Source: an optimization exercise on an open RTL-to-GDS flow (aim: small area). Production flows keep margins and buffers that such runs may drop.
At most, simulation tests tie the RTL to the original design; equivalence was not proved.
No functional check of the RTL was part of runs 5 and 8.
No activity file was given, so power comes from the tool's default toggle rates.

`flow/run.sh`:
```
#!/bin/bash
# synth_recipe.tcl (not shown) runs the flow's synth.tcl, then flattens the netlist and writes it again
# the make line also repeats each setting of config.mk as NAME=value (left out here)
make -C /OpenROAD-flow-scripts/flow DESIGN_CONFIG=/design/flow/config.mk WORK_HOME=/design/flow/orfs CLKGATE_MAP_FILE= SYNTH_SCRIPT=/design/flow/synth_recipe.tcl finish
```
`flow/config.mk`:
```
export PLATFORM = sky130hd
export DESIGN_NAME = codec_fsm
export DESIGN_NICKNAME = codec_fsm
export VERILOG_FILES = /design/flow/design.v
export SDC_FILE = /design/flow/constraint.sdc
export NUM_CORES = 4
export LEC_CHECK = 0
export CAP_MARGIN = 20
export CORE_MARGIN = 2
export CORE_UTILIZATION = 40
export SLEW_MARGIN = 20
```
`flow/constraint.sdc`:
```
create_clock -name core_clock -period 5.0 [get_ports {xclk_i}]
set_input_delay 1.0000 -clock core_clock [delete_from_list [all_inputs] [get_ports {xclk_i}]]
set_output_delay 1.0000 -clock core_clock [all_outputs]
set_load 0.01 [all_outputs]
```
`flow/design.v`:
```
module codec_fsm #(
	parameter OVERSAMPLE 	= 250,
	parameter DATA_WIDTH 	= 32,
	parameter CHANNELS		= 2
)(
	input	wire 						xclk_i,
	input	wire						reset_n,
	input	wire	signed	[ 31:0 ] 	right_i,
	input	wire	signed	[ 31:0 ] 	left_i,
	output	wire	signed	[ 31:0 ]	right_o,
	output	wire	signed	[ 31:0 ]	left_o,
	output	wire						ready_o,
	output 	wire						bclk_o,
	output 	wire						daclrck_o,
	output	wire						dacdat_o,
	output	wire						adclrck_o,
	input	wire						adcdat_i
);
	reg			half;
	reg [ 6:0 ]	cnt;
	reg			adc_d;				 
	reg [ 31:0 ]	sh_left, sh_right;		 
	reg [ 31:0 ]	adc_left_reg, adc_right_reg;
	wire rst		= ~reset_n;
	wire end_half	= ( cnt == 7'd124 );
	wire in_reset	= ( cnt == 7'd127 );
	wire start		= ( half & end_half ) | in_reset;	 
	wire first64	= ~cnt[6];
	wire shift_l	= ~half & first64 & cnt[0];
	wire shift_r	= half & ~cnt[0] & ( first64 | ( cnt == 7'd64 ) );
	always @( posedge xclk_i ) begin
		adc_d <= adcdat_i;
		if( rst ) begin
			half	<= 1'b0;
			cnt		<= 7'd127;
		end
		else if( end_half ) begin
			half	<= ~half;
			cnt		<= 7'd0;
		end
		else begin
			cnt		<= cnt + 1'b1;
		end
	end
	wire load		= reset_n & start;
	wire sl			= reset_n & shift_l;
	wire sr			= reset_n & shift_r;
	always @( posedge xclk_i ) begin
		if( rst | load | sl )
			sh_left		<= ( {32{load}} & left_i ) | ( {32{sl}} & { sh_left[30:0], adc_d } );
		if( rst | load | sr )
			sh_right	<= ( {32{load}} & right_i ) | ( {32{sr}} & { sh_right[30:0], adc_d } );
	end
	always @( posedge xclk_i ) begin
		if( load ) begin
			adc_left_reg	<= sh_left;
			adc_right_reg	<= sh_right;
		end
	end
	assign bclk_o		= cnt[0] ^ half;
	assign daclrck_o	= ~half;
	assign adclrck_o	= ~half;
	assign ready_o		= ~half & ( cnt == 7'd0 );
	assign dacdat_o		= half ? ( sh_right[31] & ( cnt < 7'd63 ) ) : ( sh_left[31] & first64 );
	assign left_o		= adc_left_reg;
	assign right_o		= adc_right_reg;
endmodule
```
==> results.txt, run 1 <==
* Compound-Gate Fraction of Synth Area at 0.130
* Clk_skew at 0.0151 ns
* Net Sw Frac at 0.225
* H-tree depth at 4
* Hold_buf cts at 0
* Drt pass-1 iters at 4
* Count of final setup violators at 0
* DR vias/cell at 5.02
* Tightest Hold Check Type: reg2reg
* Initial Util at 0.405
* GPL Wtd Cong at 0.761
* Grt ovf at 0
* Seq cells post-synth at 137
* TritonCTS Buffers at 17
* Die width at 116 um
* Tot GR Track Use at 0.152
* Vias in the first global route at 2819
* Average size of a mapped cell at 18.8 um2
* Post-Synth Adder-Cell Area at 0.00744
* Post-CTS Setup Inserts at 0
* Non-Filler Instances at 595
* Total Routed Length at 10200 um
* DRC viols at 0
* Die Span Y at 116 um
* Worst Path Required at 4.00 ns
* Clk slew on worst S/H paths at 0.06 ns
* Simple-gate area share of the yosys netlist at 0.0258
* Fill cell count at 970
* Crit-path max FO at 6
* Port bufs at 135
* Total negative setup slack at 0 ns
* Worst skew pair latency at 0.41 ns
* Final setup margin at 1.86 ns
* DRT antenna net count at 0
* IO Count at 136
* Sequential share of the synthesized area at 0.797
* Die area at 0.0135 mm2
* Area of the multi-input gates at 858 um2
* Hold Fails Final Rpt at 0
* Synthesized cell area at 0.00505 mm2
* Post-place setup slack at 1.66 ns
* Initial antenna violation count at 0
* Most frequent cells in the layout: clkdlybuf4s50_1 (135), edfxtp_1 (128), a22o_1 (64), clkbuf_16 (17), dfxtp_1 (9)
* Slew Limit Fails at 0
* ANT cells at 0
* Library cells used by synthesis at 30
* Yosys Warn Count at 1
* WL per Instance at 17.2 um
* Iteration-0 DRC Markers at 299
* Root Driver: clkbuf_16
* Final Cell Area at 0.00720 mm2
* Site row count at 41
* Max-slew headroom at 0.556
* Unrepaired setup endpoints after global routing: no
* Fmax at 0.319 GHz
* Leak at 2.59 nW
* Fraction of layout cells with a size suffix above 1 at 0.0875
* Status: complete, no violations
* Largest family of logic cells by synthesized area: compound AO/OA/AOI/OAI gates
* Pin count of the biggest net entering global routing at 73
* P_int at 0.00279 W
* Sequential power share at 0.467
* Clock buffer depth at 2
* Inst Count DP at 563
* FF/Latch Area at 0.00402 mm2
* Worst Tran Pin Value at 0.666 ns
* XOR/XNOR Fraction of Synth Area at 0.00521
* P per Cell Area at 501 mW/mm2
* Maximum vdd drop at 0.000224 V
* Cell Area, Placed at 0.00652 mm2
* Vias at 2987
* Clock power share at 0.397
* Final net count at 480
* Hold slack at 0.447 ns
* NetSw at 0.000811 W
* Min Tclk post-route at 3.14 ns
* Global-route wire length before repair at 14900 um
* Core box area at 0.0125 mm2
* DP Wirelength at 6600 um
* Area Growth Syn to Fin at 42.7%
* Comb pwr share at 0.136
* Crit share post-route at 0.628
* Cell count after synthesis at 269
* CP Class: reg2out
* CTS tree: built
* Post-synthesis mux area share at 0.00198
* Startpoint types: flop
* Max Cap Viol at 0
* Crit end category: output pin
* Crit path DAT at 2.14 ns
* Most common cell after layout, fill and taps aside: clkdlybuf4s50_1
* Count of cells resized by post-cts repair at 0
* Syn_nets at 339
* Clk sinks at 137
[synthesized netlist by cell type]
cell / count / area [um2]
a21o_1: 1 / 7.51
a21oi_1: 3 / 15.0
a22o_1: 64 / 561
a22oi_1: 1 / 7.51
a32o_1: 1 / 10.0
and3_1: 3 / 18.8
and4_4: 2 / 22.5
buf_2: 3 / 15.0
buf_4: 1 / 7.51
buf_6: 9 / 101
clkbuf_1: 5 / 18.8
dfxtp_1: 9 / 180
edfxtp_1: 128 / 3840
ha_1: 3 / 37.5
inv_1: 6 / 22.5
mux2i_1: 1 / 10.0
nand2_1: 4 / 15.0
nand2b_1: 1 / 6.26
nand3_1: 4 / 20.0
nand3b_1: 1 / 7.51
nand4_1: 1 / 6.26
nor2_1: 3 / 11.3
nor3_1: 1 / 5.00
nor3b_1: 1 / 7.51
nor4bb_1: 1 / 10.0
o211ai_1: 2 / 15.0
o21ai_0: 6 / 30.0
o31a_1: 1 / 8.76
xnor2_1: 1 / 8.76
xor2_1: 2 / 17.5
[worst max-delay path, stage by stage (launching register included)]
cell and delay (ns):
dfxtp_1 0.35, inv_1 0.09, ha_1 0.21, nor3b_1 0.31
and3_1 0.22, clkdlybuf4s50_1 0.54
[worst paths after layout]
| path | startpoint | to | slack, ns | cells past startpoint |
|---|---|---|---|---|
| min | sh_left[9] | adc_left_reg[9] | 0.45 | 0 |
| min reg2reg | sh_left[9] | adc_left_reg[9] | 0.45 | 0 |
| max reg2reg | cnt[0] | sh_left[26] | 2.68 | 5 |
| max | cnt[0] | ready_o | 1.86 | 5 |
[power by group through the flow]
stage,logic [W],registers (W),clock network [W]
after floorplan,0.000235,0.00170,0
after global placement,0.000486,0.00170,0
after detailed placement,0.000496,0.00170,0
after CTS,0.000497,0.00168,0.00145
after global routing,0.000530,0.00171,0.00149
final,0.000490,0.00168,0.00143
[layer usage]
layer,global-route usage,vias to the layer above,routed length [um]
met1,0.192,1498,4390
met2,0.243,95,5270
met3,0.0363,6,450
met4,0.0817,0,97
li1,-,1388,-
met5,0,-,0
[cell families after synthesis]
logic type | Yosys count
flops | 137
compound gates | 79
buf+inv | 24
simple gates | 22
xor+xnor | 3
fa+ha+maj | 3
mux | 1
[layout make-up]
cell class | instances | share of cell area
flip-flops and latches | 137 | 0.559
clock buffers | 19 | 0.0601
well taps | 172 | 0.0299
clock inverters | 13 | 0.0346
inverters | 6 | 0.00313
repair buffers | 140 | 0.195
multi-input cells | 108 | 0.119
[stage by stage]
step | utilization | power (W)
CTS | 0.578 | 0.00364
detailed placement | 0.523 | 0.00220
global route | 0.578 | 0.00373
finish | 0.578 | 0.00361
global placement | 0.523 | 0.00218
floorplan | - | 0.00194
==> inputs of run 2 (changes only) <==
==> flow/flow/run.sh (new file) <==
#!/bin/bash
# Standard ORFS layout with small port buffers and a clock tree built from
# small clock buffers without dummy balancing loads.
set -euo pipefail
export BUFFER_PORTS_ARGS="-buffer_cell sky130_fd_sc_hd__buf_1"
export CTS_ARGS="-sink_clustering_enable -repair_clock_nets -buf_list {sky130_fd_sc_hd__clkbuf_4 sky130_fd_sc_hd__clkbuf_8} -dont_use_dummy_load"
bash standard.sh > standard.log 2>&1
==> flow/standard.sh (new file) <==
#!/bin/bash
# synth_recipe.tcl (not shown) runs the flow's synth.tcl, then flattens the netlist and writes it again
# the make line also repeats each setting of config.mk as NAME=value (left out here)
make -C /OpenROAD-flow-scripts/flow DESIGN_CONFIG=/design/flow/config.mk WORK_HOME=/design/flow/orfs CLKGATE_MAP_FILE= SYNTH_SCRIPT=/design/flow/synth_recipe.tcl "${@:-finish}"
removed: flow/run.sh
==> run 2 against run 1 <==
Still clean. Utilization down 10 points. Cell count down 2.5%. Cell area down 18%. First-iteration DRC count shrank 37%. Maximum frequency rose by 14%. Critical endpoint unchanged.
==> results.txt, run 2 <==
* Worst Path Required at 4.00 ns (about the same)
* Hold EP: adc_left_reg[4]
* Most common cell after layout, fill and taps aside: buf_1
* Fmax at 0.364 GHz (+14%)
* Post-CTS Setup Inserts at 0 (unchanged)
* Crit share post-route at 0.550 (-0.0781)
* Non-Filler Instances at 580 (-2.5%)
* Syn_nets at 339 (unchanged)
* DR vias/cell at 4.99 (-0.68%)
* R2R Path End: adc_right_reg[6]
* FF/Latch Area at 0.00402 mm2 (unchanged)
* Min Tclk post-route at 2.75 ns (-0.390 ns)
* Clk slew on worst S/H paths at 0.08 ns (+0.02 ns)
* Area of the multi-input gates at 858 um2 (unchanged)
* Synth top area cells: edfxtp_1 (76%), a22o_1 (11%), dfxtp_1 (3.6%), buf_6 (2.0%), ha_1 (0.74%)
* Clock power share at 0.237 (-0.160)
* CP peak stage delay at 0.35 ns (-0.19 ns)
* Crit-path max FO at 6 (unchanged)
* Cell count after synthesis at 269 (unchanged)
* Worst reg2reg path depth at 4 (-1)
* Post-synth EDFFs at 128 (unchanged)
* TritonCTS Buffers at 17 (unchanged)
* Hold_buf cts at 0 (unchanged)
* Root Driver: clkbuf_8
* Die width at 116 um (unchanged)
* DRC viols at 0 (unchanged)
* NetSw at 0.000699 W (-14%)
* Cell with the most instances after synthesis: edfxtp_1
* Inst Count DP at 563 (unchanged)
* Port bufs at 135 (unchanged)
* Library cells used by synthesis at 30 (unchanged)
* Slew Limit Fails at 0 (unchanged)
* Yosys Warn Count at 1 (unchanged)
* Worst R2R Setup Slack at 2.78 ns (+0.10 ns)
* Clk sinks at 137 (unchanged)
* DP Wirelength at 6160 um (-6.7%)
* Unrepaired setup endpoints after global routing: no
* Crit path DAT at 1.75 ns (-0.39 ns)
* Status: complete, no violations
* GPL Wtd Cong at 0.776 (+2.0%)
* Core box area at 0.0125 mm2 (unchanged)
* Hold Fails Final Rpt at 0 (unchanged)
* Startpoint types: flop
* Sequential power share at 0.625 (+0.158)
* ANT cells at 0 (unchanged)
* Vias at 2892 (-3.2%)
* Initial Util at 0.405 (unchanged)
* P_int at 0.00200 W (-29%)
* Seq cells post-synth at 137 (unchanged)
* Cell chain of the critical path: inv_1, ha_1, nor3b_1, and3_1, buf_1
* Hold path start: sh_left[4]
* Average size of a mapped cell at 18.8 um2 (unchanged)
* Initial antenna violation count at 0 (unchanged)
* Post-Route Utilization at 0.474 (-0.104)
* Global-route wire length before repair at 14000 um (-5.9%)
* Final net count at 480 (unchanged)
* Total Routed Length at 9610 um (-5.9%)
* Synthesized cell area at 0.00505 mm2 (unchanged)
* IO Count at 136 (unchanged)
* Max-slew headroom at 0.596 (+0.0403)
* Clk_skew at 0.0221 ns (+0.00699 ns)
* Sequential share of the synthesized area at 0.797 (unchanged)
* Yosys top cell by area: edfxtp_1
* Drt pass-1 iters at 4 (unchanged)
* Total negative setup slack at 0 ns (unchanged)
* Yosys top cell area share at 0.762 (unchanged)
* Post-synth top cells: edfxtp_1 (128), a22o_1 (64), buf_6 (9), dfxtp_1 (9)
* Net Sw Frac at 0.259 (+0.0342)
* WL per Instance at 16.6 um (-3.4%)
* Most frequent cells in the layout: buf_1 (135), edfxtp_1 (128), a22o_1 (64), clkbuf_8 (17), dfxtp_1 (9)
* Hold depth at 0 (unchanged)
* Worst path slowest cell: dfxtp_1
* Maximum vdd drop at 0.000120 V (-46%)
* Count of final setup violators at 0 (unchanged)
* Count of cells resized by post-cts repair at 0 (unchanged)
* Site row count at 41 (unchanged)
* Fill cell count at 1112 (+15%)
* Tot GR Track Use at 0.139 (-0.0122)
* Cell family with the largest share of critical-path delay: simple AND/OR/NAND/NOR gates
* Cell Area, Placed at 0.00568 mm2 (-13%)
* Asr flop ratio synth at 0 (unchanged)
* Max Cap Viol at 0 (unchanged)
* Die area at 0.0135 mm2 (unchanged)
* Dominant synthesized flop cell: edfxtp_1
* P per Cell Area at 456 mW/mm2 (-8.9%)
* Die Span Y at 116 um (unchanged)
* Vias in the first global route at 2714 (-3.7%)
* Leak at 2.02 nW (-22%)
* CP Class: reg2out
* Fraction of layout cells with a size suffix above 1 at 0.0588 (-0.0286)
* Comb pwr share at 0.139 (+0.003)
* RR Startpoint: cnt[0]
* Clock buffer depth at 2 (unchanged)
* Final Cell Area at 0.00591 mm2 (-18%)
* Grt ovf at 0 (unchanged)
* Tightest Hold Check Type: reg2reg
* Worst path bufs/invs at 2 (unchanged)
* Iteration-0 DRC Markers at 187 (-37%)
* Worst Tran Pin Value at 0.606 ns (-0.0604 ns)
* H-tree depth at 4 (unchanged)
* Crit end category: output pin
* DRT antenna net count at 0 (unchanged)
* Area Growth Syn to Fin at 17.1%
* Worst skew pair latency at 0.42 ns (about the same)
* CTS tree: built
* Pin count of the biggest net entering global routing at 87 (+19%)
-- run 2: cell counts after synthesis --
No cell type changed its count.
-- run 2: logic make-up after synthesis --
family,share of synthesized area
AO/OA/AOI/OAI,0.130
XOR/XNOR,0.00521
adder cells (fa/ha/maj),0.00744
buffers and inverters,0.0327
flip-flops,0.797
multiplexers,0.00198
AND/OR/NAND/NOR,0.0258
-- run 2: routing by layer --
metal	wire [um]	GRT usage	vias to the layer above
met5	0	0	-
met4	148	0.0627	0
met3	459	0.0441	12
met2	4740	0.219	88
met1	4260	0.178	1425
li1	-	-	1367
-- run 2: how the worst max path moves through the flow --
stage / from / end / cells past startpoint
after floorplan: cnt[0] / sh_right[0] / 5
after global placement: reset_n / sh_left[27] / 5
after detailed placement: reset_n / sh_left[28] / 5
after CTS: cnt[0] / ready_o / 5
after global routing: cnt[0] / ready_o / 5
final: cnt[0] / ready_o / 5
-- run 2: power groups by stage --
stage	logic, W	registers, W	clock network, W
floorplan	0.000235	0.00170	0
global placement	0.000372	0.00170	0
detailed placement	0.000379	0.00170	0
CTS	0.000382	0.00168	0.000663
global route	0.000417	0.00171	0.000702
finish	0.000374	0.00168	0.000638
-- run 2: layout make-up --
cell class,instances,area share
Timing Repair Buffer,140,0.0942
Clock buffer,17,0.0396
Tap cell,172,0.0364
Multi-Input combinational cell,108,0.145
Inverter,6,0.00381
Sequential cell,137,0.681
-- run 2: per-stage QoR --
step           hold slack (ns)  worst slack [ns]  power, W
6_report                 0.437              2.25   0.00270
5_1_grt                  0.448              2.09   0.00283
4_1_cts                  0.435              2.22   0.00273
3_5_place_dp             0.435              2.01   0.00208
3_3_place_gp             0.430              2.06   0.00207
2_1_floorplan            0.427              2.03   0.00194
==> inputs of run 3 (changes only) <==
==> flow/flow/run.sh (replaced) <==
#!/bin/bash
# Standard ORFS layout with small port buffers and a clock tree built from
# small clock buffers without dummy balancing loads.
set -euo pipefail
export BUFFER_PORTS_ARGS="-buffer_cell sky130_fd_sc_hd__buf_1"
export CTS_ARGS="-sink_clustering_enable -repair_clock_nets -buf_list {sky130_fd_sc_hd__clkbuf_8} -sink_clustering_size 30 -dont_use_dummy_load"
bash standard.sh > standard.log 2>&1
==> run 3 against run 2 <==
Global-route usage unchanged. Die area unchanged. Power unchanged. Worst hold slack unchanged. Via count unchanged. Register-to-register slack about the same. Setup slack unchanged. Synthesized cell count unchanged. Sequential power about the same. Cell count unchanged. Count of clock-buffer cells in the layout unchanged. Non-clock buffer count unchanged.
==> results.txt, run 3 <==
* Status: complete, no violations
* ANT cells at 0 (unchanged)
* Dominant synthesized flop cell: edfxtp_1
* Post-place setup slack at 2.01 ns (unchanged)
* Most common cell after layout, fill and taps aside: buf_1
* Final Cell Area at 0.00591 mm2 (unchanged)
* Crit end category: output pin
* Crit share post-route at 0.550 (unchanged)
* Sequential power share at 0.625 (about the same)
* Yosys Warn Count at 1 (unchanged)
* Library cells used by synthesis at 30 (unchanged)
* Seq cells post-synth at 137 (unchanged)
* Worst skew pair latency at 0.42 ns (about the same)
* Asr flop ratio synth at 0 (unchanged)
* Comb pwr share at 0.139 (about the same)
* Port bufs at 135 (unchanged)
* Count of final setup violators at 0 (unchanged)
* Tot GR Track Use at 0.139 (unchanged)
* Fraction of layout cells with a size suffix above 1 at 0.0588 (unchanged)
* Cell with the most instances after synthesis: edfxtp_1
* Die Span Y at 116 um (unchanged)
* P_int at 0.00200 W (unchanged)
* Synth top area cells: edfxtp_1 (76%), a22o_1 (11%), dfxtp_1 (3.6%), buf_6 (2.0%), ha_1 (0.74%)
* Crit-path max FO at 6 (unchanged)
* Worst Tran Pin Value at 0.606 ns (unchanged)
* Simple-gate area share of the yosys netlist at 0.0258 (unchanged)
* Tightest Hold Check Type: reg2reg
* Cell family with the largest share of critical-path delay: simple AND/OR/NAND/NOR gates
* Synthesized cell area at 0.00505 mm2 (unchanged)
* CTS tree: built
* IO Count at 136 (unchanged)
* Net Sw Frac at 0.259 (unchanged)
* Die width at 116 um (unchanged)
* Count of cells resized by post-cts repair at 0 (unchanged)
* Fmax at 0.364 GHz (unchanged)
* M2 GR Usage at 0.219 (unchanged)
* Post-Route Utilization at 0.474 (unchanged)
* Leak at 2.02 nW (unchanged)
* DP Wirelength at 6160 um (unchanged)
* Hold_buf cts at 0 (unchanged)
* Root Driver: clkbuf_8
* H-tree depth at 4 (unchanged)
* Worst R2R Setup Slack at 2.78 ns (about the same)
* Yosys top cell area share at 0.762 (unchanged)
* Startpoint types: flop
* Hold slack at 0.437 ns (unchanged)
* RR Startpoint: cnt[0]
* Clock power share at 0.237 (about the same)
* DR vias/cell at 4.99 (unchanged)
* M3 GR Usage at 0.0441 (unchanged)
* Drt pass-1 iters at 4 (unchanged)
* Initial antenna violation count at 0 (unchanged)
* P per Cell Area at 456 mW/mm2 (unchanged)
* Hold Fails Final Rpt at 0 (unchanged)
* Total negative setup slack at 0 ns (unchanged)
* Clock buffer depth at 2 (unchanged)
* Crit path DAT at 1.75 ns (about the same)
* Die area at 0.0135 mm2 (unchanged)
* XOR/XNOR Fraction of Synth Area at 0.00521 (unchanged)
* Post-synth EDFFs at 128 (unchanged)
* Maximum vdd drop at 0.000120 V (unchanged)
* Vias in the first global route at 2714 (unchanged)
* Pin count of the biggest net entering global routing at 87 (unchanged)
* Total Routed Length at 9610 um (unchanged)
* Site row count at 41 (unchanged)
* Hold depth at 0 (unchanged)
* Clk sinks at 137 (unchanged)
* Worst reg2reg path depth at 4 (unchanged)
* Hold path start: sh_left[4]
* GPL Wtd Cong at 0.776 (unchanged)
* Grt peak-use layer: met2
* CP peak stage delay at 0.35 ns (about the same)
* Max Cap Viol at 0 (unchanged)
* R2R Path End: adc_right_reg[6]
* Cell count after synthesis at 269 (unchanged)
* Vias at 2892 (unchanged)
* Syn_nets at 339 (unchanged)
* Unrepaired setup endpoints after global routing: no
* Slew Limit Fails at 0 (unchanged)
* Clk slew on worst S/H paths at 0.08 ns (about the same)
* Iteration-0 DRC Markers at 187 (unchanged)
* Initial Util at 0.405 (unchanged)
* Clk_skew at 0.0221 ns (unchanged)
* Area Growth Syn to Fin at 17.1% (unchanged)
* Core box area at 0.0125 mm2 (unchanged)
* Final net count at 480 (unchanged)
* Min Tclk post-route at 2.75 ns (unchanged)
* Worst Path Required at 4.00 ns (about the same)
* Cell Area, Placed at 0.00568 mm2 (unchanged)
* Yosys top cell by area: edfxtp_1
* Post-Synth Adder-Cell Area at 0.00744 (unchanged)
* GR met1 Demand/Resource at 0.178 (unchanged)
* Grt ovf at 0 (unchanged)
* Most frequent cells in the layout: buf_1 (135), edfxtp_1 (128), a22o_1 (64), clkbuf_8 (17), dfxtp_1 (9)
* DRC viols at 0 (unchanged)
* Worst path slowest cell: dfxtp_1
* DRT antenna net count at 0 (unchanged)
* Post-CTS Setup Inserts at 0 (unchanged)
* Largest family of logic cells by synthesized area: compound AO/OA/AOI/OAI gates
* Max-slew headroom at 0.596 (unchanged)
* Global-route wire length before repair at 14000 um (unchanged)
* Sequential share of the synthesized area at 0.797 (unchanged)
* WL per Instance at 16.6 um (unchanged)
* Post-synthesis mux area share at 0.00198 (unchanged)
* Compound-Gate Fraction of Synth Area at 0.130 (unchanged)
* Final setup margin at 2.25 ns (unchanged)
* CP Class: reg2out
* TritonCTS Buffers at 17 (unchanged)
* Hold EP: adc_left_reg[4]
* Cell chain of the critical path: inv_1, ha_1, nor3b_1, and3_1, buf_1
* Post-synth top cells: edfxtp_1 (128), a22o_1 (64), buf_6 (9), dfxtp_1 (9)
* Average size of a mapped cell at 18.8 um2 (unchanged)
* NetSw at 0.000699 W (unchanged)
* Worst path bufs/invs at 2 (unchanged)
-- run 3: final cells by class --
type	instances	area, um2
fill	1112	6560
sequential	137	4020
multi-input combinational	108	858
timing repair buffer	140	557
clock buffer	17	234
tap	172	215
inverter	6	22.5
-- run 3: per-stage QoR --
stage / std cells / power, W
detailed placement: 563 / 0.00208
finish: 580 / 0.00270
global placement: 563 / 0.00207
CTS: 580 / 0.00273
floorplan: 269 / 0.00194
global route: 580 / 0.00283
-- run 3: worst max path at each step --
stage	from	to	slack [ns]	cells past startpoint
floorplan	cnt[0]	sh_right[0]	2.03	5
global placement	reset_n	sh_left[27]	2.06	5
detailed placement	reset_n	sh_left[28]	2.01	5
CTS	cnt[0]	ready_o	2.22	5
global route	cnt[0]	ready_o	2.09	5
finish	cnt[0]	ready_o	2.25	5
-- run 3: logic make-up after synthesis --
kind of cell / after synthesis
AND/OR/NAND/NOR: 22
adder cells (fa/ha/maj): 3
XOR/XNOR: 3
buffers and inverters: 24
flip-flops: 137
multiplexers: 1
AO/OA/AOI/OAI: 79
-- run 3: power groups by stage --
stage	Sequential (W)	Clock [W]	Combinational [W]
2_1_floorplan	0.00170	0	0.000235
3_3_place_gp	0.00170	0	0.000372
3_5_place_dp	0.00170	0	0.000379
4_1_cts	0.00168	0.000663	0.000382
5_1_grt	0.00171	0.000702	0.000417
6_report	0.00168	0.000638	0.000374
-- run 3: layer usage --
layer / wire length (um) / part of all wire / vias to the layer above
li1: - / - / 1367
met1: 4260 / 0.44 / 1425
met2: 4740 / 0.49 / 88
met3: 459 / 0.048 / 12
met4: 148 / 0.015 / 0
met5: 0 / 0 / -
==> inputs of run 4 (changes only) <==
==> flow/flow/run.sh (replaced) <==
#!/bin/bash
# Standard ORFS layout with small port buffers and a clock tree built from
# small clock buffers without dummy balancing loads.
set -euo pipefail
export BUFFER_PORTS_ARGS="-buffer_cell sky130_fd_sc_hd__buf_1"
export CTS_ARGS="-sink_clustering_enable -repair_clock_nets -buf_list {sky130_fd_sc_hd__clkbuf_2 sky130_fd_sc_hd__clkbuf_4} -dont_use_dummy_load"
bash standard.sh > standard.log 2>&1
--- a/flow/config.mk
+++ b/flow/config.mk
@@ -5,7 +5,7 @@
 export SDC_FILE = /design/flow/constraint.sdc
 export NUM_CORES = 4
 export LEC_CHECK = 0
-export CAP_MARGIN = 20
+export CAP_MARGIN = 0
 export CORE_MARGIN = 2
 export CORE_UTILIZATION = 40
-export SLEW_MARGIN = 20
+export SLEW_MARGIN = 0
==> run 4 against run 3 <==
Global-route usage hardly changed. Worst hold slack worse by 0.0088 ns. Sequential power hardly changed. Routed wire length is 0.56% lower. Non-clock buffer count stayed put. Power is 6.2% lower. Critical path depth stayed put. Sequential share of layout area is 1.2 points higher. Die area stayed put. Critical endpoint unchanged. Setup slack worse by 0.071 ns. Largest power group unchanged. Still clean on timing, DRC and antenna. Flip-flop and latch count stayed put. Combinational power hardly changed.
==> results.txt, run 4 <==
* Status: complete, no violations
* Vias in the first global route at 2715 (+0.037%)
* Crit-path max FO at 6 (unchanged)
* Fmax at 0.355 GHz (-2.5%)
* Maximum vdd drop at 0.000120 V (-0.51%)
* Initial Util at 0.405 (unchanged)
* Vias at 2915 (+0.80%)
* Tot GR Track Use at 0.140 (+0.000351)
* Cell with the most instances after synthesis: edfxtp_1
* Sequential power share at 0.664 (+0.039)
* Launch point of the worst path: cnt[0]
* TritonCTS Buffers at 17 (unchanged)
* CP peak stage delay at 0.36 ns (about the same)
* Worst path bufs/invs at 2 (unchanged)
* GPL Wtd Cong at 0.776 (unchanged)
* Final setup margin at 2.18 ns (-0.0711 ns)
* WL per Instance at 16.4 um (-0.73%)
* Synth top area cells: edfxtp_1 (76%), a22o_1 (11%), dfxtp_1 (3.6%), buf_6 (2.0%), ha_1 (0.74%)
* Worst Path Required at 4.00 ns (about the same)
* Worst path slowest cell: dfxtp_1
* Crit end category: output pin
* Inst Count DP at 563 (unchanged)
* Syn_nets at 339 (unchanged)
* Crit path DAT at 1.82 ns (+0.07 ns)
* Hold Fails Final Rpt at 0 (unchanged)
* P per Cell Area at 435 mW/mm2 (-4.6%)
* Max Cap Viol at 0 (unchanged)
* Post-synth EDFFs at 128 (unchanged)
* Post-place setup slack at 2.01 ns (unchanged)
* Comb pwr share at 0.148 (+0.009)
* Simple-gate area share of the yosys netlist at 0.0258 (unchanged)
* Average size of a mapped cell at 18.8 um2 (unchanged)
* Library cells used by synthesis at 30 (unchanged)
* Yosys Warn Count at 1 (unchanged)
* Count of cells resized by post-cts repair at 0 (unchanged)
* FF/Latch Area at 0.00402 mm2 (unchanged)
* H-tree depth at 4 (unchanged)
* Worst reg2reg path depth at 4 (unchanged)
* P_int at 0.00185 W (-7.3%)
* Stages on worst setup path at 5 (unchanged)
* Iteration-0 DRC Markers at 206 (+10%)
* Hold_buf cts at 0 (unchanged)
* Worst Tran Pin Value at 0.604 ns (-0.00128 ns)
* Yosys top cell area share at 0.762 (unchanged)
* Yosys top cell by area: edfxtp_1
* Post-Synth Adder-Cell Area at 0.00744 (unchanged)
* Die Span Y at 116 um (unchanged)
* Unrepaired setup endpoints after global routing: no
* Clock buffer depth at 2 (unchanged)
* Cell family with the largest share of critical-path delay: simple AND/OR/NAND/NOR gates
* DRT antenna net count at 0 (unchanged)
* Count of final setup violators at 0 (unchanged)
* Leak at 1.98 nW (-2.2%)
* Area Growth Syn to Fin at 15.0%
* Final net count at 480 (unchanged)
* Port bufs at 135 (unchanged)
* Grt ovf at 0 (unchanged)
* Cell count after synthesis at 269 (unchanged)
* Min Tclk post-route at 2.82 ns (+0.0711 ns)
* Clock power share at 0.188 (-0.049)
* Non-Filler Instances at 581 (+0.17%)
* Drt pass-1 iters at 4 (unchanged)
* Compound-Gate Fraction of Synth Area at 0.130 (unchanged)
* DR vias/cell at 5.02 (+0.62%)
* Post-synthesis mux area share at 0.00198 (unchanged)
* Site row count at 41 (unchanged)
* Net Sw Frac at 0.268 (+0.00870)
* Root Driver: clkbuf_4
* Tightest Hold Check Type: reg2reg
* Total negative setup slack at 0 ns (unchanged)
* Area of the multi-input gates at 858 um2 (unchanged)
* Clk sinks at 137 (unchanged)
* Pin count of the biggest net entering global routing at 87 (unchanged)
* Sequential share of the synthesized area at 0.797 (unchanged)
* Post-synth top cells: edfxtp_1 (128), a22o_1 (64), buf_6 (9), dfxtp_1 (9)
* Most common cell after layout, fill and taps aside: buf_1
* Seq cells post-synth at 137 (unchanged)
* Worst Setup EP: ready_o
* Worst skew pair latency at 0.50 ns (+0.08 ns)
* Worst R2R Setup Slack at 2.77 ns (about the same)
* Crit share post-route at 0.564 (+0.0142)
* Startpoint types: flop
* Global-route wire length before repair at 14000 um (-0.15%)
* Synthesized cell area at 0.00505 mm2 (unchanged)
* NetSw at 0.000677 W (-3.1%)
* Post-CTS Setup Inserts at 0 (unchanged)
* Initial antenna violation count at 0 (unchanged)
* CTS tree: built
* XOR/XNOR Fraction of Synth Area at 0.00521 (unchanged)
* Fill cell count at 1128 (+1.4%)
* DP Wirelength at 6160 um (unchanged)
* Slew Limit Fails at 0 (unchanged)
* R2R Path End: adc_right_reg[29]
* Asr flop ratio synth at 0 (unchanged)
* CP Class: reg2out
* IO Count at 136 (unchanged)
* Max-slew headroom at 0.597 (+0.000854)
* Dominant synthesized flop cell: edfxtp_1
* Total Routed Length at 9560 um (-0.56%)
* Largest family of logic cells by synthesized area: compound AO/OA/AOI/OAI gates
* Die area at 0.0135 mm2 (unchanged)
* RR Startpoint: cnt[0]
* Clk_skew at 0.0356 ns (+0.0135 ns)
* Fraction of layout cells with a size suffix above 1 at 0.0588 (unchanged)
* Most frequent cells in the layout: buf_1 (135), edfxtp_1 (128), a22o_1 (64), clkbuf_4 (17), dfxtp_1 (9)
* Die width at 116 um (unchanged)
* Core box area at 0.0125 mm2 (unchanged)
* Clk slew on worst S/H paths at 0.12 ns (+0.04 ns)
* Cell chain of the critical path: inv_1, ha_1, nor3b_1, and3_1, buf_1
* DRC viols at 0 (unchanged)
## run 4: cell counts after synthesis
No cell type changed its count.
## run 4: how the worst min path moves through the flow
stage,endpoint,cells past startpoint,from,slack (ns)
after floorplan,adc_right_reg[31],0,sh_right[31],0.43
after global placement,adc_right_reg[4],0,sh_right[4],0.43
after detailed placement,adc_right_reg[19],0,sh_right[19],0.43
after CTS,adc_right_reg[26],0,sh_right[26],0.43
after global routing,adc_left_reg[4],0,sh_left[4],0.44
final,adc_right_reg[26],0,sh_right[26],0.43
## run 4: metrics by stage
step	hold slack [ns]	utilization	area, um2	power [W]
global route	0.436	0.466	5800	0.00266
detailed placement	0.435	0.455	5680	0.00208
floorplan	0.427	-	5050	0.00194
finish	0.428	0.466	5810	0.00253
global placement	0.430	0.455	5680	0.00207
CTS	0.428	0.466	5800	0.00256
## run 4: area by class of cell
cell class	instances	area share
clock buffers	17	0.0220
well taps	172	0.0371
repair buffers	140	0.0959
inverters	6	0.00388
flip-flops and latches	137	0.693
diodes	1	0.000431
multi-input cells	108	0.148
## run 4: power groups by stage
| stage | sequential [W] | combinational, W | clock [W] |
|---|---|---|---|
| 2_1_floorplan | 0.00170 | 0.000235 | 0 |
| 3_5_place_dp | 0.00170 | 0.000379 | 0 |
| 3_3_place_gp | 0.00170 | 0.000372 | 0 |
| 4_1_cts | 0.00168 | 0.000382 | 0.000497 |
| 6_report | 0.00168 | 0.000373 | 0.000475 |
| 5_1_grt | 0.00171 | 0.000416 | 0.000540 |
## run 4: layer usage
layer | vias up | share of wire | GRT usage
met5 | - | 0 | 0
met4 | 0 | 0.014 | 0.0579
met3 | 10 | 0.057 | 0.0503
met2 | 97 | 0.49 | 0.218
met1 | 1438 | 0.44 | 0.178
li1 | 1370 | - | -
## run 4: logic make-up (layout without fill, tap and decap cells)
| family | Yosys count | in the layout |
|---|---|---|
| xor gates and xnor gates | 3 | 3 |
| AOI/OAI and AO/OA | 79 | 79 |
| other | 0 | 1 |
| buffers and inverters | 24 | 163 |
| muxes | 1 | 1 |
| DFF | 137 | 137 |
| adders and majority gates | 3 | 3 |
| and+or+nand+nor | 22 | 22 |
==> inputs of run 5 (changes only) <==
--- a/flow/design.v
+++ b/flow/design.v
@@ -52,7 +52,7 @@
 			sh_right	<= ( {32{load}} & right_i ) | ( {32{sr}} & { sh_right[30:0], adc_d } );
 	end
 	always @( posedge xclk_i ) begin
-		if( load ) begin
+		if( start ) begin
 			adc_left_reg	<= sh_left;
 			adc_right_reg	<= sh_right;
 		end
--- a/flow/config.mk
+++ b/flow/config.mk
@@ -5,7 +5,7 @@
 export SDC_FILE = /design/flow/constraint.sdc
 export NUM_CORES = 4
 export LEC_CHECK = 0
-export CAP_MARGIN = 0
+export CAP_MARGIN = 20
 export CORE_MARGIN = 2
 export CORE_UTILIZATION = 40
-export SLEW_MARGIN = 0
+export SLEW_MARGIN = 20
==> run 5 against run 4 <==
Clock skew down 0.0066 ns. Clock power up 0.8%. Maximum frequency up 4.7%. Critical path depth down 2. Die area up 0.39%. Worst hold slack better by 0.024 ns. Area after synthesis up 0.40%. Sequential power up 6%. Setup slack better by 0.13 ns. Power up 9.5%. Critical path type unchanged. Highest routed layer unchanged.
==> results.txt, run 5 <==
* Die area at 0.0136 mm2 (+0.39%)
* Area Growth Syn to Fin at 15.4%
* WL per Instance at 16.7 um (+1.4%)
* Cell Area, Placed at 0.00569 mm2 (+0.18%)
* Fmax at 0.371 GHz (+4.7%)
* H-tree depth at 4 (unchanged)
* Sequential share of the synthesized area at 0.794 (-0.00315)
* Worst R2R Setup Slack at 2.32 ns (-0.45 ns)
* Initial antenna violation count at 0 (unchanged)
* Iteration-0 DRC Markers at 158 (-23%)
* DR vias/cell at 4.96 (-1.2%)
* R2R Path End: adc_left_reg[30]
* Synthesized cell area at 0.00507 mm2 (+0.40%)
* Average size of a mapped cell at 18.8 um2 (+0.40%)
* Hold depth at 0 (unchanged)
* Crit share post-route at 0.538 (-0.0255)
* Pin count of the biggest net entering global routing at 50 (-43%)
* Final net count at 479 (-0.21%)
* Max Cap Viol at 0 (unchanged)
* Crit path DAT at 1.69 ns (-0.13 ns)
* Min Tclk post-route at 2.69 ns (-0.127 ns)
* Unrepaired setup endpoints after global routing: no
* Clk_skew at 0.0290 ns (-0.00659 ns)
* Library cells used by synthesis at 33 (+10%)
* Tightest Hold Check Type: reg2reg
* TritonCTS Buffers at 17 (unchanged)
* Global-route wire length before repair at 14200 um (+1.5%)
* Asr flop ratio synth at 0 (unchanged)
* Final Cell Area at 0.00585 mm2 (+0.67%)
* Worst Tran Pin Value at 1.08 ns (+0.473 ns)
* DP Wirelength at 6340 um (+2.9%)
* P per Cell Area at 473 mW/mm2 (+8.8%)
* DRC viols at 0 (unchanged)
* Vias in the first global route at 2728 (+0.48%)
* Total negative setup slack at 0 ns (unchanged)
* Root Driver: clkbuf_4
* Post-synth EDFFs at 128 (unchanged)
* Worst skew pair latency at 0.53 ns (+0.03 ns)
* Most frequent cells in the layout: buf_1 (135), edfxtp_1 (128), a22o_1 (64), clkbuf_4 (17), dfxtp_1 (9)
* Status: complete, no violations
* Most common cell after layout, fill and taps aside: buf_1
* Non-Filler Instances at 580 (-0.17%)
* Synth top area cells: edfxtp_1 (76%), a22o_1 (11%), dfxtp_1 (3.6%), buf_6 (2.2%), ha_1 (0.74%)
* Total Routed Length at 9680 um (+1.3%)
* Worst reg2reg path depth at 4 (unchanged)
* Crit-path max FO at 7 (+1)
* Post-synth top cells: edfxtp_1 (128), a22o_1 (64), buf_6 (10)
* Fraction of layout cells with a size suffix above 1 at 0.0688 (+0.00997)
* Slew Limit Fails at 0 (unchanged)
* Maximum vdd drop at 0.000229 V (+91%)
* CTS tree: built
* Dominant synthesized flop cell: edfxtp_1
* Syn_nets at 339 (unchanged)
* Grt ovf at 0 (unchanged)
* DRT antenna net count at 0 (unchanged)
* Crit end category: output pin
* Vias at 2876 (-1.3%)
* Leak at 2.00 nW (+1.0%)
* Die Span Y at 117 um (+0.19%)
* Hold Fails Final Rpt at 0 (unchanged)
* Max-slew headroom at 0.280 (-0.317)
* Port bufs at 135 (unchanged)
* Core box area at 0.0125 mm2 (+0.41%)
* Count of final setup violators at 0 (unchanged)
* Initial Util at 0.405 (about the same)
* Yosys Warn Count at 1 (unchanged)
* Worst Path Required at 4.00 ns (about the same)
* Count of cells resized by post-cts repair at 0 (unchanged)
* Tot GR Track Use at 0.143 (+0.00334)
* Hold_buf cts at 0 (unchanged)
* Hold path start: sh_right[28]
* Yosys top cell by area: edfxtp_1
* Post-CTS Setup Inserts at 0 (unchanged)
* Hold EP: adc_right_reg[28]
* Seq cells post-synth at 137 (unchanged)
* Cell count after synthesis at 269 (unchanged)
* Inst Count DP at 561 (-0.36%)
* Worst path slowest cell: nor4_1
* Clock buffer depth at 2 (unchanged)
* Site row count at 41 (unchanged)
* Drt pass-1 iters at 4 (unchanged)
* CP Class: reg2out
* Cell with the most instances after synthesis: edfxtp_1
* Die width at 117 um (+0.19%)
* RR Startpoint: cnt[3]
* GPL Wtd Cong at 0.801 (+3.2%)
* Clk slew on worst S/H paths at 0.09 ns (-0.03 ns)
* CP peak stage delay at 0.40 ns (+0.04 ns)
* Yosys top cell area share at 0.759 (-0.00301)
* IO Count at 136 (unchanged)
* Cell chain of the critical path: nor4_1, and3_1, buf_1
* Clk sinks at 137 (unchanged)
* Startpoint types: flop
[run 5: worst max-delay path: cells and delay by family, from the launching register on]
| family | cells | cell delay [ns] |
|---|---|---|
| flip-flops | 1 | 0.39 |
| AND/OR/NAND/NOR | 2 | 0.62 |
| buffers and inverters | 1 | 0.17 |
[run 5: worst max-delay path by stage]
| stage | from | to | slack (ns) |
|---|---|---|---|
| 2_1_floorplan | cnt[3] | adc_left_reg[0] | 1.08 |
| 3_3_place_gp | reset_n | sh_left[20] | 1.84 |
| 3_5_place_dp | reset_n | sh_left[17] | 1.77 |
| 4_1_cts | cnt[3] | adc_left_reg[9] | 2.25 |
| 5_1_grt | cnt[3] | adc_left_reg[30] | 2.17 |
| 6_report | cnt[3] | ready_o | 2.31 |
[run 5: cell families after synthesis]
group / synth area share
flip-flops: 0.794
AO/OA/AOI/OAI: 0.134
buffers and inverters: 0.0336
AND/OR/NAND/NOR: 0.0240
XOR/XNOR: 0.00519
adder cells (fa/ha/maj): 0.00741
multiplexers: 0.00198
[run 5: stage by stage]
stage | setup slack, ns | total power [W] | hold slack [ns] | util
2_1_floorplan | 1.08 | 0.00211 | 0.427 | -
3_3_place_gp | 1.84 | 0.00230 | 0.429 | 0.454
3_5_place_dp | 1.77 | 0.00232 | 0.435 | 0.454
4_1_cts | 2.25 | 0.00279 | 0.444 | 0.465
5_1_grt | 2.17 | 0.00291 | 0.452 | 0.467
6_report | 2.31 | 0.00277 | 0.452 | 0.467
[run 5: cell type report]
cell class | instances | area [um2]
Fill cell | 1156 | 6670
Tap cell | 172 | 215
Timing Repair Buffer | 139 | 557
Clock buffer | 17 | 128
Inverter | 5 | 18.8
Sequential cell | 137 | 4020
Multi-Input combinational cell | 109 | 901
Antenna cell | 1 | 2.50
[run 5: layer usage]
| metal | track usage | part of all wire | vias to the layer above |
|---|---|---|---|
| met1 | 0.182 | 0.44 | 1401 |
| li1 | - | - | 1374 |
| met3 | 0.0415 | 0.051 | 14 |
| met5 | 0 | 0 | - |
| met2 | 0.222 | 0.49 | 87 |
| met4 | 0.0784 | 0.019 | 0 |
[run 5: power by group]
group / internal [W] / leakage [nW] / total [W] / switching, W
registers: 0.00165 / 1.35 / 0.00178 / 0.000132
logic: 0.000167 / 0.565 / 0.000509 / 0.000342
clock network: 0.000155 / 0.0782 / 0.000479 / 0.000324
==> inputs of run 6 (changes only) <==
--- a/flow/design.v
+++ b/flow/design.v
@@ -52,7 +52,7 @@
 			sh_right	<= ( {32{load}} & right_i ) | ( {32{sr}} & { sh_right[30:0], adc_d } );
 	end
 	always @( posedge xclk_i ) begin
-		if( start ) begin
+		if( load ) begin
 			adc_left_reg	<= sh_left;
 			adc_right_reg	<= sh_right;
 		end
==> run 6 against run 5 <==
Register-to-register slack better by 0.45 ns. Via count rose by 1.4%. Largest cell class unchanged. Still clean. Cell area down 0.66%. First-iteration DRC count grew 30%. Sequential power fell by 6%. Utilization shrank 0.12 points. Flip-flop and latch count unchanged. Routed wire length shrank 1.2%. Clock skew increased by 0.0066 ns. Count of clock-buffer cells in the layout unchanged. Global-route usage decreased by 0.33 points. Power shrank 8.7%.
==> results.txt, run 6 <==
* P per Cell Area at 435 mW/mm2 (-8.1%)
* Hold_buf cts at 0 (unchanged)
* Area Growth Syn to Fin at 15.0%
* Unrepaired setup endpoints after global routing: no
* Initial Util at 0.405 (about the same)
* Max-slew headroom at 0.597 (+0.317)
* Die width at 116 um (-0.19%)
* Fill cell count at 1128 (-2.4%)
* Post-CTS Setup Inserts at 0 (unchanged)
* Worst Path Required at 4.00 ns (about the same)
* Tightest Hold Check Type: reg2reg
* Tot GR Track Use at 0.140 (-0.00334)
* Fmax at 0.355 GHz (-4.5%)
* DR vias/cell at 5.02 (+1.2%)
* Most common cell after layout, fill and taps aside: buf_1
* Global-route wire length before repair at 14000 um (-1.5%)
* Non-Filler Instances at 581 (+0.17%)
* Sequential power share at 0.664 (+0.021)
* Startpoint types: flop
* Clk_skew at 0.0356 ns (+0.00659 ns)
* XOR/XNOR Fraction of Synth Area at 0.00521 (+0.0000206)
* Library cells used by synthesis at 30 (-9.1%)
* Worst path slowest cell: dfxtp_1
* P_int at 0.00185 W (-6.0%)
* GPL Wtd Cong at 0.776 (-3.1%)
* Clk slew on worst S/H paths at 0.12 ns (+0.03 ns)
* Post-synth top cells: edfxtp_1 (128), a22o_1 (64), buf_6 (9), dfxtp_1 (9)
* WL per Instance at 16.4 um (-1.4%)
* TritonCTS Buffers at 17 (unchanged)
* Root Driver: clkbuf_4
* Final net count at 480 (+0.21%)
* Yosys Warn Count at 1 (unchanged)
* Cell chain of the critical path: inv_1, ha_1, nor3b_1, and3_1, buf_1
* Clock power share at 0.188 (+0.015)
* Comb pwr share at 0.148 (-0.036)
* DP Wirelength at 6160 um (-2.9%)
* Port bufs at 135 (unchanged)
* Drt pass-1 iters at 4 (unchanged)
* Hold slack at 0.428 ns (-0.0242 ns)
* Hold Fails Final Rpt at 0 (unchanged)
* Grt ovf at 0 (unchanged)
* Sequential share of the synthesized area at 0.797 (+0.00315)
* Worst skew pair latency at 0.50 ns (-0.03 ns)
* Syn_nets at 339 (unchanged)
* Post-synthesis mux area share at 0.00198 (+0.00000783)
* IO Count at 136 (unchanged)
* Dominant synthesized flop cell: edfxtp_1
* Cell count after synthesis at 269 (unchanged)
* CP peak stage delay at 0.36 ns (-0.04 ns)
* Average size of a mapped cell at 18.8 um2 (-0.40%)
* Min Tclk post-route at 2.82 ns (+0.127 ns)
* Yosys top cell by area: edfxtp_1
* Vias at 2915 (+1.4%)
* Cell with the most instances after synthesis: edfxtp_1
* Die Span Y at 116 um (-0.19%)
* Crit end category: output pin
* Worst path bufs/invs at 2 (+1)
* Leak at 1.98 nW (-0.99%)
* Pin count of the biggest net entering global routing at 87 (+74%)
* Net Sw Frac at 0.268 (-0.0207)
* Die area at 0.0135 mm2 (-0.39%)
* Vias in the first global route at 2715 (-0.48%)
* Asr flop ratio synth at 0 (unchanged)
* Clock buffer depth at 2 (unchanged)
* Crit share post-route at 0.564 (+0.0255)
* Status: complete, no violations
* Simple-gate area share of the yosys netlist at 0.0258 (+0.00183)
* Inst Count DP at 563 (+0.36%)
* Core box area at 0.0125 mm2 (-0.41%)
* Yosys top cell area share at 0.762 (+0.00301)
* Post-synth EDFFs at 128 (unchanged)
* H-tree depth at 4 (unchanged)
* Worst Tran Pin Value at 0.604 ns (-0.473 ns)
* Synthesized cell area at 0.00505 mm2 (-0.40%)
* Synth top area cells: edfxtp_1 (76%), a22o_1 (11%), dfxtp_1 (3.6%), buf_6 (2.0%), ha_1 (0.74%)
* Crit path DAT at 1.82 ns (+0.13 ns)
* Count of final setup violators at 0 (unchanged)
* NetSw at 0.000677 W (-15%)
* Site row count at 41 (unchanged)
* Largest family of logic cells by synthesized area: compound AO/OA/AOI/OAI gates
* Clk sinks at 137 (unchanged)
* Max Cap Viol at 0 (unchanged)
* Total negative setup slack at 0 ns (unchanged)
* Initial antenna violation count at 0 (unchanged)
* Iteration-0 DRC Markers at 206 (+30%)
* CP Class: reg2out
* Maximum vdd drop at 0.000120 V (-48%)
* Slew Limit Fails at 0 (unchanged)
* CTS tree: built
* Crit-path max FO at 6 (-1)
* Post-Synth Adder-Cell Area at 0.00744 (+0.0000294)
* DRC viols at 0 (unchanged)
* Cell family with the largest share of critical-path delay: simple AND/OR/NAND/NOR gates
* Fraction of layout cells with a size suffix above 1 at 0.0588 (-0.00997)
* Final Cell Area at 0.00581 mm2 (-0.66%)
* Total Routed Length at 9560 um (-1.2%)
* Compound-Gate Fraction of Synth Area at 0.130 (-0.00418)
* Count of cells resized by post-cts repair at 0 (unchanged)
* DRT antenna net count at 0 (unchanged)
* Seq cells post-synth at 137 (unchanged)
* Cell Area, Placed at 0.00568 mm2 (-0.18%)
* Most frequent cells in the layout: buf_1 (135), edfxtp_1 (128), a22o_1 (64), clkbuf_4 (17), dfxtp_1 (9)
run 6: cell families after synthesis:
logic type	Yosys count
and+or+nand+nor	22
adders and majority gates	3
muxes	1
DFF	137
buffers and inverters	24
xor gates and xnor gates	3
AOI/OAI and AO/OA	79
run 6: final cells by class:
| type | instances | area (um2) | area share |
|---|---|---|---|
| inverters | 6 | 22.5 | 0.00388 |
| repair buffers | 140 | 557 | 0.0959 |
| well taps | 172 | 215 | 0.0371 |
| diodes | 1 | 2.50 | 0.000431 |
| multi-input cells | 108 | 858 | 0.148 |
| flip-flops and latches | 137 | 4020 | 0.693 |
| clock buffers | 17 | 128 | 0.0220 |
run 6: stage by stage:
step	total power, W	setup slack [ns]	util
finish	0.00253	2.18	0.466
global route	0.00266	1.97	0.466
CTS	0.00256	2.12	0.466
detailed placement	0.00208	2.01	0.455
global placement	0.00207	2.06	0.455
floorplan	0.00194	2.03	-
run 6: final timing paths:
check                                   from                 to  slack (ns)  depth (start not counted)
worst max register to register        cnt[0]  adc_right_reg[29]        2.77                          4
worst min register to register  sh_right[26]  adc_right_reg[26]        0.43                          0
worst min-delay path            sh_right[26]  adc_right_reg[26]        0.43                          0
worst max-delay path                  cnt[0]            ready_o        2.18                          5
run 6: per-layer routing:
layer,up-vias,routed length [um],track usage
li1,1370,-,-
met3,10,543,0.0503
met1,1438,4220,0.178
met4,0,135,0.0579
met5,-,0,0
met2,97,4660,0.218
run 6: worst register-to-register path, stage by stage, from the launching register on:
cell and delay (ns):
dfxtp_1 0.41, ha_1 0.29, a21o_1 0.13, and4_4 0.60, buf_12 0.41
run 6: power groups by stage:
stage | sequential [W] | combinational (W) | clock (W)
after global routing | 0.00171 | 0.000416 | 0.000540
final | 0.00168 | 0.000373 | 0.000475
after CTS | 0.00168 | 0.000382 | 0.000497
after floorplan | 0.00170 | 0.000235 | 0
after global placement | 0.00170 | 0.000372 | 0
after detailed placement | 0.00170 | 0.000379 | 0
==> inputs of run 7 (changes only) <==
--- a/flow/flow/run.sh
+++ b/flow/flow/run.sh
@@ -4,4 +4,5 @@
 set -euo pipefail
 export BUFFER_PORTS_ARGS="-buffer_cell sky130_fd_sc_hd__buf_1"
 export CTS_ARGS="-sink_clustering_enable -repair_clock_nets -buf_list {sky130_fd_sc_hd__clkbuf_2 sky130_fd_sc_hd__clkbuf_4} -dont_use_dummy_load"
+export RECOVER_POWER=100
 bash standard.sh > standard.log 2>&1
==> run 7 against run 6 <==
The layout now fails its checks (capacitance limit, slew limit). Clock power is essentially flat. Maximum frequency shrank 18%. Area after synthesis stayed put. Sequential share of layout area rose by 0.15 points. Flip-flop and latch count is the same. Largest cell class unchanged. Register-to-register slack worse by 0.80 ns. Largest power group unchanged. Die area unchanged. Power is essentially flat. Cell area shrank 0.22%. Routed wire length grew 0.38%. Via count rose by 0.86%.
==> results.txt, run 7 <==
* Status: complete, but fails checks
* Layout Check Fails: capacitance limit, slew limit
* Site row count at 41 (unchanged)
* RR Startpoint: cnt[0]
* Crit path DAT at 3.53 ns (+1.71 ns)
* Maximum vdd drop at 0.000118 V (-1.4%)
* Global-route wire length before repair at 14000 um (unchanged)
* Root Driver: clkbuf_4
* Inst Count DP at 563 (unchanged)
* Non-Filler Instances at 581 (unchanged)
* Average size of a mapped cell at 18.8 um2 (unchanged)
* Clock buffer depth at 2 (unchanged)
* Final net count at 480 (unchanged)
* Port bufs at 135 (unchanged)
* Crit-path max FO at 33 (+27)
* Dominant synthesized flop cell: edfxtp_1
* Sequential share of the synthesized area at 0.797 (unchanged)
* Library cells used by synthesis at 30 (unchanged)
* Area Growth Syn to Fin at 14.8%
* P per Cell Area at 436 mW/mm2 (+0.18%)
* Top cell by count, worst path: clkbuf_1
* DR vias/cell at 5.06 (+0.86%)
* Most common cell after layout, fill and taps aside: buf_1
* Drt pass-1 iters at 4 (unchanged)
* Fraction of layout cells with a size suffix above 1 at 0.0490 (-0.00980)
* Post-CTS Setup Inserts at 0 (unchanged)
* TritonCTS Buffers at 17 (unchanged)
* Clock power share at 0.189 (about the same)
* Most frequent cells in the layout: buf_1 (134), edfxtp_1 (128), a22o_1 (64), clkbuf_4 (17), dfxtp_1 (9)
* Yosys top cell by area: edfxtp_1
* Wl on met1 at 4270 um (+1.2%)
* Post-Route Utilization at 0.465 (-0.00100)
* Slew Limit Fails at 109 (+109)
* Count of final setup violators at 0 (unchanged)
* Worst R2R Setup Slack at 1.97 ns (-0.80 ns)
* Die width at 116 um (unchanged)
* Cell family with the largest share of critical-path delay: buffers and inverters
* Hold Fails Final Rpt at 0 (unchanged)
* Worst reg2reg path depth at 4 (unchanged)
* Die Span Y at 116 um (unchanged)
* Worst path slowest cell: clkbuf_1
* Total negative setup slack at 0 ns (unchanged)
* Initial antenna violation count at 0 (unchanged)
* Grt ovf at 0 (unchanged)
* Startpoint types: primary input
* Worst Tran Pin Value at 1.81 ns (+1.21 ns)
* GPL Wtd Cong at 0.776 (unchanged)
* Tightest Hold Check Type: reg2reg
* Met3 Routed Length at 509 um (-6.3%)
* Syn_nets at 339 (unchanged)
* DRT antenna net count at 0 (unchanged)
* NetSw at 0.000679 W (+0.20%)
* Fmax at 0.290 GHz (-18%)
* Max-slew headroom at -0.207 (-0.804)
* Core box area at 0.0125 mm2 (unchanged)
* Hold EP: adc_left_reg[4]
* Comb pwr share at 0.144 (-0.004)
* Hold depth at 0 (unchanged)
* WL per Instance at 16.5 um (+0.38%)
* Initial Util at 0.405 (unchanged)
* CP peak stage delay at 1.29 ns (+0.93 ns)
* Count of cells resized by post-cts repair at 0 (unchanged)
* Total Routed Length at 9590 um (+0.38%)
* Cell count after synthesis at 269 (unchanged)
* Vias at 2940 (+0.86%)
* Clk_skew at 0.0346 ns (-0.000977 ns)
* DP Wirelength at 6160 um (unchanged)
* Asr flop ratio synth at 0 (unchanged)
* Synth top area cells: edfxtp_1 (76%), a22o_1 (11%), dfxtp_1 (3.6%), buf_6 (2.0%), ha_1 (0.74%)
* Worst Path Required at 5.08 ns (+1.08 ns)
* DRC viols at 0 (unchanged)
* IO Count at 136 (unchanged)
* Min Tclk post-route at 3.45 ns (+0.633 ns)
* Die area at 0.0135 mm2 (unchanged)
* Worst path bufs/invs at 3 (+1)
* Max Cap Viol at 3 (+3)
* Crit end category: flop
* R2R Path End: adc_right_reg[5]
* Seq cells post-synth at 137 (unchanged)
* Sequential power share at 0.667 (+0.003)
* Yosys Warn Count at 1 (unchanged)
* Post-synth EDFFs at 128 (unchanged)
* Leak at 1.97 nW (-0.50%)
* Worst skew pair latency at 0.50 ns (about the same)
* Clk sinks at 137 (unchanged)
* Cell chain of the critical path: clkbuf_1, and3_1, buf_4, nand3b_1, clkbuf_1
* Tot GR Track Use at 0.140 (unchanged)
* P_int at 0.00185 W (-0.12%)
* Hold path start: sh_left[4]
* CTS tree: built
* Iteration-0 DRC Markers at 190 (-7.8%)
* Net Sw Frac at 0.269 (+0.000637)
* CP Class: in2reg
* Pin count of the biggest net entering global routing at 87 (unchanged)
* Clk slew on worst S/H paths at 0.12 ns (about the same)
* Synthesized cell area at 0.00505 mm2 (unchanged)
* Cell with the most instances after synthesis: edfxtp_1
* Met2 WL at 4680 um (+0.34%)
* Yosys top cell area share at 0.762 (unchanged)
* Hold_buf cts at 0 (unchanged)
* Unrepaired setup endpoints after global routing: no
* Hold slack at 0.428 ns (-0.000417 ns)
* Crit share post-route at 0.691 (+0.127)
* H-tree depth at 4 (unchanged)
* Vias in the first global route at 2715 (unchanged)
* Post-synth top cells: edfxtp_1 (128), a22o_1 (64), buf_6 (9), dfxtp_1 (9)
* Highest metal used: met4
[run 7: cell counts after synthesis]
Identical to the previous run, type by type.
[run 7: layout make-up]
cell class / instances / area [um2]
Tap cell: 172 / 215
Antenna cell: 1 / 2.50
Fill cell: 1130 / 6670
Timing Repair Buffer: 140 / 549
Clock buffer: 17 / 128
Inverter: 6 / 22.5
Sequential cell: 137 / 4020
Multi-Input combinational cell: 108 / 853
[run 7: worst max path at each step]
stage	from	to	slack (ns)	cells past startpoint
after floorplan	cnt[0]	sh_right[0]	2.03	5
after global placement	reset_n	sh_left[27]	2.06	5
after detailed placement	reset_n	sh_left[28]	2.01	5
after CTS	cnt[0]	ready_o	2.12	5
after global routing	reset_n	sh_left[21]	1.38	5
final	reset_n	sh_left[25]	1.55	5
[run 7: metal layers]
metal | GRT usage | vias up
met5 | 0 | -
met4 | 0.0579 | 0
met3 | 0.0503 | 12
met2 | 0.218 | 91
met1 | 0.178 | 1468
li1 | - | 1369
[run 7: logic make-up after synthesis]
kind of cell	Yosys count	share of synthesized area
flip-flops	137	0.797
AO/OA/AOI/OAI	79	0.130
buffers and inverters	24	0.0327
AND/OR/NAND/NOR	22	0.0258
XOR/XNOR	3	0.00521
adder cells (fa/ha/maj)	3	0.00744
multiplexers	1	0.00198
[run 7: through the flow]
| step | area [um2] | worst slack (ns) | total power [W] |
|---|---|---|---|
| after floorplan | 5050 | 2.03 | 0.00194 |
| after global placement | 5680 | 2.06 | 0.00207 |
| after detailed placement | 5680 | 2.01 | 0.00208 |
| after CTS | 5800 | 2.12 | 0.00256 |
| after global routing | 5790 | 1.38 | 0.00266 |
| final | 5790 | 1.55 | 0.00253 |
[run 7: worst register-to-register path, stage by stage (launching register included)]
cell,delay (ns)
dfxtp_1,0.41
ha_1,0.29
a21o_1,0.13
and4_1,1.36
buf_12,0.45
[run 7: power by group through the flow]
stage	Sequential [W]	Clock, W	Combinational, W
final	0.00168	0.000478	0.000365
after global routing	0.00171	0.000540	0.000407
after CTS	0.00168	0.000497	0.000382
after detailed placement	0.00170	0	0.000379
after global placement	0.00170	0	0.000372
after floorplan	0.00170	0	0.000235
==> inputs of run 8 (changes only) <==
--- a/flow/design.v
+++ b/flow/design.v
@@ -27,7 +27,7 @@
 	wire start		= ( half & end_half ) | in_reset;	 
 	wire first64	= ~cnt[6];
 	wire shift_l	= ~half & first64 & cnt[0];
-	wire shift_r	= half & ~cnt[0] & ( first64 | ( cnt == 7'd64 ) );
+	wire shift_r	= half & first64 & cnt[0];
 	always @( posedge xclk_i ) begin
 		adc_d <= adcdat_i;
 		if( rst ) begin
@@ -49,7 +49,7 @@
 		if( rst | load | sl )
 			sh_left		<= ( {32{load}} & left_i ) | ( {32{sl}} & { sh_left[30:0], adc_d } );
 		if( rst | load | sr )
-			sh_right	<= ( {32{load}} & right_i ) | ( {32{sr}} & { sh_right[30:0], adc_d } );
+			sh_right	<= ( {32{load}} & right_i ) | ( {32{sr}} & { sh_right[30:0], adcdat_i } );
 	end
 	always @( posedge xclk_i ) begin
 		if( load ) begin
@@ -61,7 +61,7 @@
 	assign daclrck_o	= ~half;
 	assign adclrck_o	= ~half;
 	assign ready_o		= ~half & ( cnt == 7'd0 );
-	assign dacdat_o		= half ? ( sh_right[31] & ( cnt < 7'd63 ) ) : ( sh_left[31] & first64 );
+	assign dacdat_o		= half ? ( ( cnt[0] ? sh_right[30] : sh_right[31] ) & ( cnt < 7'd63 ) ) : ( sh_left[31] & first64 );
 	assign left_o		= adc_left_reg;
 	assign right_o		= adc_right_reg;
 endmodule
--- a/flow/flow/run.sh
+++ b/flow/flow/run.sh
@@ -4,5 +4,4 @@
 set -euo pipefail
 export BUFFER_PORTS_ARGS="-buffer_cell sky130_fd_sc_hd__buf_1"
 export CTS_ARGS="-sink_clustering_enable -repair_clock_nets -buf_list {sky130_fd_sc_hd__clkbuf_2 sky130_fd_sc_hd__clkbuf_4} -dont_use_dummy_load"
-export RECOVER_POWER=100
 bash standard.sh > standard.log 2>&1
==> run 8 against run 7 <==
Now clean on timing, DRC and antenna. Non-clock buffer count rose by 1. Power rose by 5.3%. Clock skew fell by 0.0046 ns. Maximum frequency rose by 17%.
==> results.txt, run 8 <==
* Status: complete, no violations
* Clk sinks at 137 (unchanged)
* Vias at 2939 (-0.034%)
* Most common cell after layout, fill and taps aside: buf_1
* IO Count at 136 (unchanged)
* Die width at 116 um (-0.24%)
* Leak at 1.97 nW (+0.14%)
* RR Startpoint: cnt[0]
* Drt pass-1 iters at 4 (unchanged)
* Hold path start: sh_right[2]
* Final setup margin at 2.06 ns (+0.510 ns)
* Sequential share of the synthesized area at 0.801 (+0.00397)
* R2R Path End: sh_right[15]
* Unrepaired setup endpoints after global routing: no
* Clk_skew at 0.0300 ns (-0.00459 ns)
* Syn_nets at 337 (-0.59%)
* Cell count after synthesis at 268 (-0.37%)
* Total negative setup slack at 0 ns (unchanged)
* Clock buffer depth at 2 (unchanged)
* Worst path slowest cell: dfxtp_1
* Slew Limit Fails at 0 (-100%)
* WL per Instance at 17.2 um (+4.1%)
* Crit path DAT at 1.94 ns (-1.59 ns)
* Synth top area cells: edfxtp_1 (77%), a22o_1 (11%), dfxtp_1 (3.6%), buf_6 (1.1%), o21ai_0 (0.60%)
* Min Tclk post-route at 2.94 ns (-0.510 ns)
* Most frequent cells in the layout: buf_1 (135), edfxtp_1 (128), a22o_1 (64), clkbuf_4 (17), dfxtp_1 (9)
* Post-synth EDFFs at 128 (unchanged)
* Inst Count DP at 560 (-0.53%)
* Hold depth at 0 (unchanged)
* Synthesized cell area at 0.00502 mm2 (-0.50%)
* Fmax at 0.340 GHz (+17%)
* Clk slew on worst S/H paths at 0.11 ns (about the same)
* CTS tree: built
* Asr flop ratio synth at 0 (unchanged)
* Total Routed Length at 9930 um (+3.5%)
* TritonCTS Buffers at 17 (unchanged)
* Count of final setup violators at 0 (unchanged)
* ANT cells at 0 (-1)
* Fraction of layout cells with a size suffix above 1 at 0.0707 (+0.0217)
* Yosys Warn Count at 1 (unchanged)
* Tightest Hold Check Type: reg2reg
* DRT antenna net count at 0 (unchanged)
* Post-place setup slack at 1.86 ns (-0.158 ns)
* Hold Fails Final Rpt at 0 (unchanged)
* Cell chain of the critical path: nand4_2, o311ai_0, a21oi_1, buf_1
* Worst reg2reg path depth at 5 (+1)
* Grt ovf at 0 (unchanged)
* Clock power share at 0.179 (-0.010)
* Cell with the most instances after synthesis: edfxtp_1
* Die Span Y at 116 um (-0.24%)
* Power Total at 0.00266 W (+5.3%)
* GPL Wtd Cong at 0.803 (+3.4%)
* Root Driver: clkbuf_4
* Max-slew headroom at 0.419 (+0.626)
* Startpoint types: flop
* Initial Util at 0.415 (+0.00977)
* Average size of a mapped cell at 18.7 um2 (-0.12%)
* Count of cells resized by post-cts repair at 0 (unchanged)
* Comb pwr share at 0.168 (+0.024)
* Max Cap Viol at 0 (-3)
* Worst skew pair latency at 0.52 ns (+0.02 ns)
* Crit share post-route at 0.589 (-0.102)
* P per Cell Area at 454 mW/mm2 (+4.1%)
* Final net count at 481 (+0.21%)
* Worst R2R Setup Slack at 2.63 ns (+0.66 ns)
* DRC viols at 0 (unchanged)
* Global-route wire length before repair at 14900 um (+6.3%)
* CP Class: reg2out
* DP Wirelength at 6300 um (+2.3%)
* Core box area at 0.0121 mm2 (-2.8%)
* Site row count at 40 (-2.4%)
[run 8: cell types whose count changed after synthesis, moves of 2 or more]
cell,delta
and4_1,+2
buf_6,-4
and4_4,-2
o211ai_1,-2
clkbuf_1,+2
and3_1,-2
nor2_1,+2
[run 8: layout make-up]
cell class | count | area (um2)
clock buffer | 17 | 128
fill | 1088 | 6250
inverter | 5 | 18.8
multi-input combinational | 110 | 907
sequential | 137 | 4020
tap | 168 | 210
timing repair buffer | 141 | 572
[run 8: cells by family (layout without fill, tap and decap cells)]
logic type,Yosys count,count (layout),share of synthesized area
compound gates,78,78,0.129
xor+xnor,4,4,0.00698
fa+ha+maj,2,2,0.00498
buf+inv,21,163,0.0252
flops,137,137,0.801
mux,2,2,0.00424
simple gates,24,24,0.0282
[run 8: worst max path at each step]
stage	start	to	slack, ns	depth (start not counted)
after floorplan	cnt[0]	sh_left[0]	2.09	3
after global placement	reset_n	adc_right_reg[12]	1.96	4
after detailed placement	reset_n	sh_left[3]	1.86	5
after CTS	cnt[2]	dacdat_o	2.00	4
after global routing	cnt[2]	dacdat_o	1.90	4
final	cnt[2]	dacdat_o	2.06	4
[run 8: power by group through the flow]
stage	logic (W)	registers, W	clock network (W)
after detailed placement	0.000437	0.00176	0
after global routing	0.000497	0.00177	0.000543
after floorplan	0.000258	0.00176	0
after global placement	0.000428	0.00176	0
final	0.000446	0.00174	0.000475
after CTS	0.000439	0.00174	0.000504
[run 8: worst max-delay path, delay by kind of cell, from the launching register on]
| kind | cells | cell delay, ns |
|---|---|---|
| AOI/OAI and AO/OA | 2 | 0.54 |
| buffers and inverters | 1 | 0.16 |
| DFF | 1 | 0.48 |
| and+or+nand+nor | 1 | 0.26 |
[run 8: per-stage QoR]
stage	hold WS (ns)	util	cell area (um2)
6_report	0.431	0.484	5860
5_1_grt	0.454	0.484	5860
4_1_cts	0.434	0.482	5830
3_5_place_dp	0.437	0.471	5700
3_3_place_gp	0.431	0.471	5700
2_1_floorplan	0.422	-	5020
[run 8: routing by layer]
metal / GRT usage / part of all wire
met5: 0 / 0
met4: 0.0627 / 0.011
met3: 0.0832 / 0.10
met2: 0.214 / 0.43
met1: 0.197 / 0.46

Re-timed with assumed drivers on the ports (clkbuf_16 on the clock, buf_2 on other inputs), run 8 has 2.028 ns of setup slack against 2.056 ns with ideal ports, and 1.855 ns once port delays also move by the mid clock arrival of 0.531 ns.
